Background: an optimization exercise with open tools, aiming at small area. Do not read the settings as production practice. At most, simulation tests tie the RTL to the original design; equivalence was not proved. Power and IR drop assume default switching activity.

## flappyBird
module flappyBird
	(
		clk,
		resetn,    
		flap_n,    
		x,
		y,
		colour,
		plot,
		HEX0,
		HEX1
	);
	input			clk;
	input			resetn;
	input			flap_n;
	output	[7:0]	x;
	output	[6:0]	y;
	output	[2:0]	colour;
	output			plot;
	output	[6:0]	HEX1;
	output	[6:0]	HEX0;
	localparam	S_CLRSET   = 4'b0000,
				S_ERASESET = 4'b0001,
				S_INITSET  = 4'b0010,
				S_NVSET    = 4'b0011,
				S_WFRAME   = 4'b0100,
				S_CHECK    = 4'b0101,
				S_CONT     = 4'b0110,
				S_WFLAP    = 4'b0111,
				S_CLR      = 4'b1000,
				S_ERASE    = 4'b1001,
				S_INIT     = 4'b1010,
				S_NV       = 4'b1011;
	localparam	P_FIRST = 2'd0,
				P_BC    = 2'd1,    
				P_UP    = 2'd2,
				P_LO    = 2'd3;
	reg [3:0] st;
	reg [1:0] ph;
	reg [2:0] k;         
	reg [7:0] c;         
	reg [6:0] r;         
	reg [7:0] xP1, xP2, xP3;
	reg nw1, nw2, nw3;
	reg [1:0] m1, m2, m3;
	wire [6:0] yP1 = nw1 ? 7'd40 : {2'b01, m1, 3'b100};
	wire [6:0] yP2 = nw2 ? 7'd60 : {4'd3 + {2'b00, m2}, 3'b010};
	wire [6:0] yP3 = nw3 ? 7'd30 : {4'd5 + {2'b00, m3}, 3'b110};
	reg [6:0] cy7;       
	wire signed [7:0] curY = {&cy7[6:1], cy7};
	reg [6:0] oldY;
	reg signed [4:0] v;   
	reg [7:0] points;
	reg wrapped;         
	reg coll;
	reg fs;              
	reg [12:0] lf;       
	reg [1:0] j;         
  ...
Size: about 890 cells after synthesis, ~100 flip-flops, roughly 7100 um2 of cells after synthesis.
Settings: LEC_CHECK=0, CAP_MARGIN=20, CORE_MARGIN=2, CORE_UTILIZATION=40, SLEW_MARGIN=20; clock period 10.0 ns.
standard.sh (not shown) runs the stock make flow with config.mk's settings and CLKGATE_MAP_FILE= SYNTH_SCRIPT=/design/flow/synth_recipe.tcl, a recipe that flattens the netlist after the stock synthesis.
==> flow/flow/run.sh <==
#!/bin/bash
# The standard layout (standard.sh), with two changes: the port buffers
# that global placement inserts are the smallest buffer (buf_1), and the
# clock tree is built from clkbuf_8 without dummy loads. Everything the
# flow prints goes to standard.log in the work folder.
set -euo pipefail
export BUFFER_PORTS_ARGS="-buffer_cell sky130_fd_sc_hd__buf_1"
export CTS_ARGS="-sink_clustering_enable -repair_clock_nets -buf_list sky130_fd_sc_hd__clkbuf_8 -dont_use_dummy_load"
bash standard.sh > standard.log 2>&1
Then changed:
CORE_UTILIZATION = 55   (was 40)
PLACE_DENSITY = 0.7   (was not set)
Power decreases slightly.
Hold slack degrades by 0.015 ns.
Sequential share of layout area went up by 0.20 points.
First-iteration DRC count shrinks by a few percent.
Routed wire length went down slightly.


== trial 20 ==
Another version of the RTL of flappyBird (not shown whole).
Size in the first run: roughly 1000 cells after synthesis, about 120 flip-flops, ~36 I/O pins.
make LEC_CHECK=0 CAP_MARGIN=20 CORE_MARGIN=2 CORE_UTILIZATION=40 CTS_BUF_LIST=sky130_fd_sc_hd__clkbuf_4 CTS_CLUSTER_SIZE=12 SLEW_MARGIN=20 finish   # period 10.0 ns
run.sh (not shown) runs the stock make flow with config.mk's settings and CLKGATE_MAP_FILE= SYNTH_SCRIPT=/design/flow/synth_recipe.tcl, a recipe that flattens the netlist after the stock synthesis.
Stock flow here: none of the scripts above is used.
Trial 20 went all the way through the flow, and no timing, DRC or antenna check failed.
Relative to trial 20, the following input files were edited for build 57:
Settings: CTS_BUF_LIST no longer set, was sky130_fd_sc_hd__clkbuf_4; CTS_CLUSTER_SIZE no longer set, was 12.
==> flow/flow/run.sh (new file) <==
#!/bin/bash
# The standard layout (standard.sh), with two changes: the port buffers
# that global placement inserts are the smallest buffer (buf_1), and the
# clock tree is built from clkbuf_4 without dummy loads. Everything the
# flow prints goes to standard.log in the work folder.
set -euo pipefail
export BUFFER_PORTS_ARGS="-buffer_cell sky130_fd_sc_hd__buf_1"
export CTS_ARGS="-sink_clustering_enable -repair_clock_nets -buf_list sky130_fd_sc_hd__clkbuf_4 -dont_use_dummy_load"
bash standard.sh > standard.log 2>&1
==> flow/standard.sh (new file) <==
#!/bin/bash
# synth_recipe.tcl (not shown) runs the flow's synth.tcl, then flattens the netlist and writes it again
# the make line also repeats each setting of config.mk as NAME=value (left out here)
make -C /OpenROAD-flow-scripts/flow DESIGN_CONFIG=/design/flow/config.mk WORK_HOME=/design/flow/orfs CLKGATE_MAP_FILE= SYNTH_SCRIPT=/design/flow/synth_recipe.tcl "${@:-finish}"
removed: flow/run.sh
Results
Global-route total usage across every layer: build 57 vs trial 20 down 0.16 points. Slew of the pin with the lowest slew margin: build 57 lower than trial 20. Trial 20 → build 57: buffer depth of the longest clock path has remained practically unchanged; global-route track usage on met2 down 0.50 points; hold slack moved up; via count went down by about 1.2%; post-route minimum period has decreased. Compared with trial 20, build 57 is more frugal on power.
Function was not checked in any run of this note: the RTL went through the layout flow alone.


run R:
flappyBird, a different RTL version from the one above (not shown whole).
Size: roughly 100 flip-flops, ~36 I/O pins, ~0.0071 sq mm of cells after synthesis.
Settings: LEC_CHECK=0, CAP_MARGIN=20, CORE_MARGIN=2, CORE_UTILIZATION=55, PLACE_DENSITY=0.7, SLEW_MARGIN=20; clock period 10.0 ns.
standard.sh (not shown) runs the stock make flow with config.mk's settings and CLKGATE_MAP_FILE= SYNTH_SCRIPT=/design/flow/synth_recipe.tcl, a recipe that flattens the netlist after the stock synthesis.
==> flow/flow/run.sh <==
#!/bin/bash
# The standard layout (standard.sh), with two changes: the port buffers
# that global placement inserts are the smallest buffer (buf_1), and the
# clock tree is built from clkbuf_16 without dummy loads. Everything the
# flow prints goes to standard.log in the work folder.
set -euo pipefail
export BUFFER_PORTS_ARGS="-buffer_cell sky130_fd_sc_hd__buf_1"
export CTS_ARGS="-sink_clustering_enable -repair_clock_nets -buf_list sky130_fd_sc_hd__clkbuf_16 -dont_use_dummy_load"
bash standard.sh > standard.log 2>&1
Looking at the reports, run R completed the entire flow and the layout it produced met the timing, DRC and antenna checks.
diff inputs: run R => run Z
==> flow/flow/run.sh <==
#!/bin/bash
# The standard layout (standard.sh), with two changes: the port buffers
# that global placement inserts are the smallest buffer (buf_1), and the
# clock tree is built from clkbuf_8 without dummy loads. Everything the
# flow prints goes to standard.log in the work folder.
set -euo pipefail
export BUFFER_PORTS_ARGS="-buffer_cell sky130_fd_sc_hd__buf_1"
export CTS_ARGS="-sink_clustering_enable -repair_clock_nets -buf_list sky130_fd_sc_hd__clkbuf_8 -dont_use_dummy_load"
bash standard.sh > standard.log 2>&1
--- outcome ---
Run Z went all the way through synthesis, placement and routing and the layout is clean on timing, DRC and antenna.
Comparing run R with run Z, the hold slack came out essentially unchanged.
Against run R, run Z comes in 1.6 points higher on switching share of power.
Against run R as the reference, run Z delivers a higher critical path depth.
Comparing cell internal power dissipation for run R and run Z, the bigger number came from run R.

==> re-timing with driven ports <==
Ports are ideal in the flow. The routed layouts listed here were re-timed in OpenROAD.
Step 1: set_driving_cell puts a clkbuf_16 on clk and a buf_2 on each other input, an assumption about the parent block.
Step 2 adds t to the input delays and takes it off the output delays; t is the mean of the earliest and latest rising clock arrival at the registers after step 1. Input paths then give back, and output paths get back, about the clock's delay inside the block.
Slacks: ideal / step 1 / step 2; pairs: ideal / step 1.
run | t, ns | slack for setup (ns) | pins driven straight from the clock port
the first run of note 1 | 0.405 | 4.931 / 4.895 / 5.132 | 1
the second run of note 1 | 0.412 | 4.853 / 4.813 / 5.029 | 1
trial 20 | 0.573 | 3.563 / 3.524 / 4.097 | 1
build 57 | 0.561 | 3.992 / 3.950 / 4.512 | 1
run R | 0.388 | 4.889 / 4.849 / 4.983 | 1
run Z | 0.410 | 4.846 / 4.810 / 5.031 | 1
After both steps setup and hold are still met in every run listed.
